This is an optimization exercise on Yosys and OpenROAD, whose aim is small area, a short achievable clock period and few clock cycles per item, not a production implementation.

## run A
==> flow/design.v (excerpt) <==
module block_solver (
	input clk,
	input rst_n,
	input [255:0] midstate,
	input [95:0] header_leftovers,
	input [255:0] target,
	input [31:0] nonce_start,
	output [2:0] state_out,
	output [31:0] current_nonce
);
localparam [255:0] IV = {
	32'h6a09e667, 32'hbb67ae85, 32'h3c6ef372, 32'ha54ff53a,
	32'h510e527f, 32'h9b05688c, 32'h1f83d9ab, 32'h5be0cd19};
reg [5:0] t;         
reg ld;              
reg q61, q62, q63;   
reg p0, p1;          
reg [1:0] fill;      
reg done;
reg nosol;
reg [31:0] cur;      
reg [31:0] mwa, mwe;  
reg hlt, hgt, llt, lgt;    
reg [31:0] k_in;     
reg [31:0] k_out;    
reg [31:0] twa, twe;  
wire [31:0] k_rom;
k_table constants (.round(ld ? 6'd1 : (t == 6'd63 ? 6'd0 : t + 6'd2)), .constant(k_rom));
wire [255:0] s_in;
wire [255:0] s_out;
wire [31:0] feed = cur + {30'b0, fill == 2'd2, fill == 2'd1};
reg [31:0] in_alt;
always @(*) begin
	in_alt = 32'h0;
	if (ld) in_alt = 32'h00000280;
	else case (t)
		6'd49: in_alt = header_leftovers[95:64];
		6'd50: in_alt = header_leftovers[63:32];
		6'd51: in_alt = header_leftovers[31:0];
		6'd52: in_alt = feed;    
		6'd53: in_alt = 32'h80000000;
		default: in_alt = 32'h0;
	endcase
end
wire in_comp = !ld && (t < 6'd48);
wire [31:0] out_alt = p0 ? 32'h00000100 : (!ld && t == 6'd58 ? 32'h80000000 : 32'h0);
wire out_comp = !ld && !p0 && (t <= 6'd48);
always @(posedge clk) begin
	if (!ld && t == 6'd60) begin
		mwa <= midstate[159:128]; mwe <= midstate[31:0];
	end else if (q61) begin
		mwa <= midstate[191:160]; mwe <= midstate[63:32];
	end else if (q62) begin
		mwa <= midstate[223:192]; mwe <= midstate[95:64];
	end else begin
		mwa <= midstate[255:224]; mwe <= midstate[127:96];
	end
end
wire [31:0] h1a = s_in[255:224] + mwa;
wire [31:0] h1e = s_in[127:96] + mwe;
sha_core #(.LOADLO(0)) inner_core (
  ...
Size: ~1800 flip-flops.
clock: 16.0 ns
lec_check: 0
abc_area: 1
cap_margin: 20
core_margin: 2
core_utilization: 55
cts_buf_list: sky130_fd_sc_hd__clkbuf_4 sky130_fd_sc_hd__clkbuf_8 sky130_fd_sc_hd__clkbuf_16
slew_margin: 20
standard.sh (not shown) runs the stock make flow with config.mk's settings and CLKGATE_MAP_FILE= SYNTH_SCRIPT=/design/flow/synth_recipe.tcl, a recipe that flattens the netlist after the stock synthesis.
==> flow/flow/run.sh <==
#!/bin/bash
set -euo pipefail
export SETUP_SLACK_MARGIN=11.3
export BUFFER_PORTS_ARGS="-buffer_cell sky130_fd_sc_hd__buf_1"
bash standard.sh > standard.log 2>&1
[inputs] run D vs run A
Settings: CTS_BUF_LIST removed (was sky130_fd_sc_hd__clkbuf_4 sky130_fd_sc_hd__clkbuf_8 sky130_fd_sc_hd__clkbuf_16).
Notes after the runs:
Summary of run D over run A: final worst setup slack fell by 0.017 ns; routed wire length stayed essentially flat; area overhead of the layout relative to synthesis stayed essentially flat.
No functional check of the RTL was part of any run of this note.

Setup of run 1:
block_solver, a different RTL version from the one above (not shown whole).
For scale: ~1700 flip-flops, ~87000 µm² of cells after synthesis.
// block_solver
module block_solver (
	input clk,
	input rst_n,
	input [255:0] midstate,
	input [95:0] header_leftovers,
	input [255:0] target,
	input [31:0] nonce_start,
	output [2:0] state_out,
	output [31:0] current_nonce
);
==> flow/config.mk <==
export PLATFORM = sky130hd
export DESIGN_NAME = block_solver
export DESIGN_NICKNAME = block_solver
export VERILOG_FILES = /design/flow/design.v
export SDC_FILE = /design/flow/constraint.sdc
export NUM_CORES = 8
export LEC_CHECK = 0
export CAP_MARGIN = 20
export CORE_MARGIN = 2
export CORE_UTILIZATION = 40
export SLEW_MARGIN = 20
==> flow/constraint.sdc <==
create_clock -name core_clock -period 16.0 [get_ports {clk}]
set_input_delay 3.2000 -clock core_clock [delete_from_list [all_inputs] [get_ports {clk}]]
set_output_delay 3.2000 -clock core_clock [all_outputs]
set_load 0.01 [all_outputs]
==> flow/flow/run.sh <==
#!/bin/bash
# Standard layout, with the resizer asked for 11 ns of setup slack (a 5 ns
# period) instead of none.
set -euo pipefail
export SETUP_SLACK_MARGIN=11
bash standard.sh > standard.log 2>&1
Modified inputs, run 2 compared to run 1
Settings: changing SLEW_MARGIN from 20 to 80; changing CAP_MARGIN from 20 to 80.
==> flow/run.sh (new file) <==
#!/bin/bash
# synth_recipe.tcl (not shown) runs the flow's synth.tcl, then flattens the netlist and writes it again
# the make line also repeats each setting of config.mk as NAME=value (left out here)
make -C /OpenROAD-flow-scripts/flow DESIGN_CONFIG=/design/flow/config.mk WORK_HOME=/design/flow/orfs CLKGATE_MAP_FILE= SYNTH_SCRIPT=/design/flow/synth_recipe.tcl finish
removed: flow/flow/run.sh
removed: flow/standard.sh
[summary]
- Run 2 finished every step from synthesis to the final layout, and the layout passed the timing, DRC and antenna checks.
- Instance area after placement (lower): run 1
- In the reports for run 2 and run 1, the larger register cell area after layout belongs to run 2.
- Number of clock buffers in the layout, run 2 and run 1, higher one = run 2.
- Run 1 → run 2: via count shows no meaningful change; sequential fraction of total cell area shows a reduction of 0.99 points.
- Run 2 gives less wire length reported by the detailed router than run 1 did.
- Number of clock buffers inserted by TritonCTS (run 2 over run 1): increase, 6
- Sort run 2 and run 1 by initial antenna violation count, descending, and run 2 comes first.
Here is what was changed in the inputs of run 3 compared with run 2.
Settings: CAP_MARGIN: 80 -> 20; SLEW_MARGIN: 80 -> 20.
==> comparison <==
Taking run 2 as the reference point, the sequential cell area of run 3 falls by about 1.6%.
Between run 2 and run 3, the difference in latest clock arrival within the worst-skew pair is negligible.
Re average instance area after synthesis: no difference whatsoever between run 2 and run 3.
The run showing the greater non-clock buffer count is run 2.
| maximum number of pins on one net before global-route repair | run 3 vs run 2 | 165 higher |
Detailed-route wire length, run 2 and run 3, lower one = run 3.
Clock buffer count: run 3 vs run 2 down 16
From run 2 to run 3 the numbers moved as follows: worst setup slack rose by 0.076 ns, pre-CTS worst setup slack now smaller.
No functional check of the RTL was part of any run of this note.

## separate check: timing with driven ports
The results above use ideal ports. As a check the final layouts listed here were re-extracted and re-timed, cells and wires unchanged.
Step 1, drivers: a clkbuf_16 drives clk and a buf_2 each remaining input, both assumed.
Step 2 also shifts input and output timing later by t, the mid clock arrival at the registers, as if the neighbouring blocks saw the same clock.
Slacks: ideal / step 1 / step 2; pairs: ideal / step 1.
| run | t (ns) | setup slack, ns | cell pins on the clock port's net |
|---|---|---|---|
| run A | 0.950 | 11.316 / 11.236 / 11.073 | 1 |
| run D | 0.950 | 11.299 / 11.228 / 11.075 | 1 |
| run 1 | 0.925 | 10.579 / 10.579 / 9.840 | 1 |
| run 2 | 0.924 | 9.261 / 9.261 / 9.261 | 1 |
| run 3 | 0.922 | 9.336 / 9.336 / 8.866 | 1 |
After both steps every run listed still meets setup and hold. For run 1, which loses most, drivers alone change the setup slack by 0.000 ns; drivers and shift together by -0.739 ns.
